This design comes from an exercise in tuning for small area and a short achievable clock period on the open sky130 flow, not from production work. Only simulation tests tie the RTL to the original design; equivalence was not proved. Power figures rest on the tool's default switching activity, not on a simulated workload.

v6:
Design SingleCPU, start of the top module:
module SingleCPU(
Addr_in,
clk,
rst,
instr_i,
Addr_o,
wb_we,
wb_addr,
wb_data);
clock: 10.0 ns
lec_check: 0
cap_margin: 10
cell_pad_in_sites_detail_placement: 1
cell_pad_in_sites_global_placement: 2
core_margin: 2
core_utilization: 50
cts_cluster_diameter: 70
cts_cluster_size: 24
setup_slack_margin: 5.0
slew_margin: 10
synth_hierarchical: 1
standard.sh (not shown) runs the stock make flow with config.mk's settings and CLKGATE_MAP_FILE= SYNTH_SCRIPT=/design/flow/synth_recipe.tcl, a recipe that flattens the netlist after the stock synthesis.
==> flow/flow/run.sh <==
#!/bin/bash
# The standard layout with two changes: the port buffers are buf_2 cells
# instead of delay buffers, and each Addr_in pin is placed next to its Addr_o
# pin. All tool output goes to standard.log.
set -e
export BUFFER_PORTS_ARGS="-buffer_cell sky130_fd_sc_hd__buf_2"
export PRE_IO_PLACEMENT_TCL="$(pwd)/flow/pins.tcl"
bash standard.sh > standard.log 2>&1
==> flow/flow/pins.tcl <==
# Keep each Addr_in bit next to its Addr_o bit, in order along one edge, so the
# Addr_o = Addr_in + 4 logic sits between its own pins.
set_io_pin_constraint -group -order -pin_names {Addr_in[0] Addr_o[0] Addr_in[1] Addr_o[1] Addr_in[2] Addr_o[2] Addr_in[3] Addr_o[3] Addr_in[4] Addr_o[4] Addr_in[5] Addr_o[5] Addr_in[6] Addr_o[6] Addr_in[7] Addr_o[7] Addr_in[8] Addr_o[8] Addr_in[9] Addr_o[9] Addr_in[10] Addr_o[10] Addr_in[11] Addr_o[11] Addr_in[12] Addr_o[12] Addr_in[13] Addr_o[13] Addr_in[14] Addr_o[14] Addr_in[15] Addr_o[15] Addr_in[16] Addr_o[16] Addr_in[17] Addr_o[17] Addr_in[18] Addr_o[18] Addr_in[19] Addr_o[19] Addr_in[20] Addr_o[20] Addr_in[21] Addr_o[21] Addr_in[22] Addr_o[22] Addr_in[23] Addr_o[23] Addr_in[24] Addr_o[24] Addr_in[25] Addr_o[25] Addr_in[26] Addr_o[26] Addr_in[27] Addr_o[27] Addr_in[28] Addr_o[28] Addr_in[29] Addr_o[29] Addr_in[30] Addr_o[30] Addr_in[31] Addr_o[31]}
v6 reached the final stage; the timing, design-rule and antenna checks on its layout passed.
[inputs] v7 vs v6
# v6
export LEC_CHECK = 0
export CAP_MARGIN = 10
export CELL_PAD_IN_SITES_DETAIL_PLACEMENT = 1
export CELL_PAD_IN_SITES_GLOBAL_PLACEMENT = 2
export CORE_MARGIN = 2
export CORE_UTILIZATION = 50
export CTS_CLUSTER_DIAMETER = 70
export CTS_CLUSTER_SIZE = 24
export SETUP_SLACK_MARGIN = 5.0
export SLEW_MARGIN = 10
export SYNTH_HIERARCHICAL = 1
create_clock -name core_clock -period 10.0 [get_ports {clk}]
# v7
export LEC_CHECK = 0
export CAP_MARGIN = 10
export CELL_PAD_IN_SITES_DETAIL_PLACEMENT = 1
export CELL_PAD_IN_SITES_GLOBAL_PLACEMENT = 2
export CORE_MARGIN = 2
export CORE_UTILIZATION = 55
export CTS_CLUSTER_DIAMETER = 76
export CTS_CLUSTER_SIZE = 28
export SETUP_SLACK_MARGIN = 5.0
export SLEW_MARGIN = 10
export SYNTH_HIERARCHICAL = 1
create_clock -name core_clock -period 10.0 [get_ports {clk}]
Notes after the runs:
- Every stage of the flow completed for v6, and the final layout passed the timing, design-rule and antenna checks.
- Looking at the reports, v7 completed the entire flow and the layout it produced met the timing, design-rule and antenna checks.
- v7 ended up with Addr_o[12] as its endpoint of the worst setup timing path; v6 ended up with Addr_o[26].
- Arrival time of the worst setup path, v6 and v7: lower on v6
- The lower met1 routed wirelength after detailed routing of v6 and v7 is in v7.
- Re final weighted congestion in routability-driven placement: v7 is about 3.8% down on v6.
- [v7] number of iterations in the first detailed-routing pass fell 2 relative to v6

## the previous run
SingleCPU again, from the RTL that the note above started with.
make LEC_CHECK=0 CAP_MARGIN=10 CELL_PAD_IN_SITES_DETAIL_PLACEMENT=1 CELL_PAD_IN_SITES_GLOBAL_PLACEMENT=2 CORE_MARGIN=2 CORE_UTILIZATION=45 CTS_CLUSTER_DIAMETER=70 CTS_CLUSTER_SIZE=24 SETUP_SLACK_MARGIN=5.0 SLEW_MARGIN=10 SYNTH_HIERARCHICAL=1 finish   # period 10.0 ns
run.sh (not shown) runs the stock make flow with config.mk's settings and CLKGATE_MAP_FILE= SYNTH_SCRIPT=/design/flow/synth_recipe.tcl, a recipe that flattens the netlist after the stock synthesis.
Stock flow here: none of the scripts above is used.
Relative to the previous run, the following input files were edited for the current run:
- a change of CORE_UTILIZATION from 45 to 50
The current run: all stages complete, timing, DRC and antenna checks passed
On relative area of clock buffers and inverters in the final design, the current run and the previous run are basically level.
There was hardly any difference in sequential power between the current run and the previous run.
The part of the total power dissipated in combinational logic reported for the current run is smaller than that of the previous run by 0.3 points.

== before ==
Another version of the RTL of SingleCPU (not shown whole).
Size: ~5,200 cells after synthesis, ~2,200 flip-flops, about 140 I/O pins, ~0.089 mm^2 of cells after synthesis.
Settings: LEC_CHECK=0, CAP_MARGIN=10, CELL_PAD_IN_SITES_DETAIL_PLACEMENT=1, CELL_PAD_IN_SITES_GLOBAL_PLACEMENT=2, CORE_MARGIN=2, CORE_UTILIZATION=45, SETUP_SLACK_MARGIN=5.0, SLEW_MARGIN=10, SYNTH_HIERARCHICAL=1; clock period 10.0 ns.
Setup changes, before to after
- putting CTS_CLUSTER_DIAMETER at 70 where nothing was set
- swapping 45 for 50 in CORE_UTILIZATION
- putting CTS_CLUSTER_SIZE at 24 where nothing was set
Notes after the runs:
Setup slack in after is larger than in before. Between before and after, clock skew decreased. Re global-route usage: before and after aren't equal, and the lower value belongs to before. Delta (after minus before): global-route wire length before repair fell by 2.8%; total area of multi-input combinational cells stayed essentially flat; number of resized instances in the post-cts repair step rose by 16; number of stages on the worst setup path fell by 1; overall routed net length fell by about 2.7%. Part of the cycle the worst path needs was lower in after than in before. Taking after as 1.0, before lands at 1.10 on total power. Against before, worst slack on hold paths in after came out better.

afterwards: timing with drivers on the ports:
The flow's constraints put no driver on any port. The routed layouts listed below were extracted and timed again, unchanged, in two steps.
Step 1: set_driving_cell puts a clkbuf_16 on clk and a buf_2 on each other input, an assumption about the parent block.
Step 2 times the ports against the registers' clock, not the clock port: input delays grow and output delays shrink by t, the midpoint of the rising clock arrivals with the driver on.
Slacks: ideal / step 1 / step 2; pairs: ideal / step 1.
| run | shift t [ns] | slack for setup (ns) | worst hold slack (ns) | worst setup path after step 2 | latest minus earliest clock arrival (ns) |
|---|---|---|---|---|---|
| v6 | 0.928 | 4.790 / 4.734 / 4.734 | 0.334 / 0.334 / 0.334 | input to output | 0.038 / 0.038 |
| v7 | 0.870 | 4.362 / 4.307 / 4.307 | 0.325 / 0.325 / 0.325 | input to output | 0.058 / 0.058 |
| the previous run | 0.921 | 4.780 / 4.708 / 4.708 | 0.335 / 0.335 / 0.335 | input to output | 0.046 / 0.046 |
| the current run | 0.913 | 4.812 / 4.755 / 4.755 | 0.331 / 0.331 / 0.331 | input to output | 0.044 / 0.044 |
| before | 0.963 | 4.726 / 4.673 / 4.673 | 0.325 / 0.325 / 0.325 | input to output | 0.053 / 0.053 |
| after | 0.922 | 4.806 / 4.750 / 4.750 | 0.337 / 0.337 / 0.337 | input to output | 0.044 / 0.044 |
After both steps every run listed still meets setup and hold. For the previous run, which loses most, drivers alone change the setup slack by -0.072 ns; drivers and shift together by -0.072 ns.
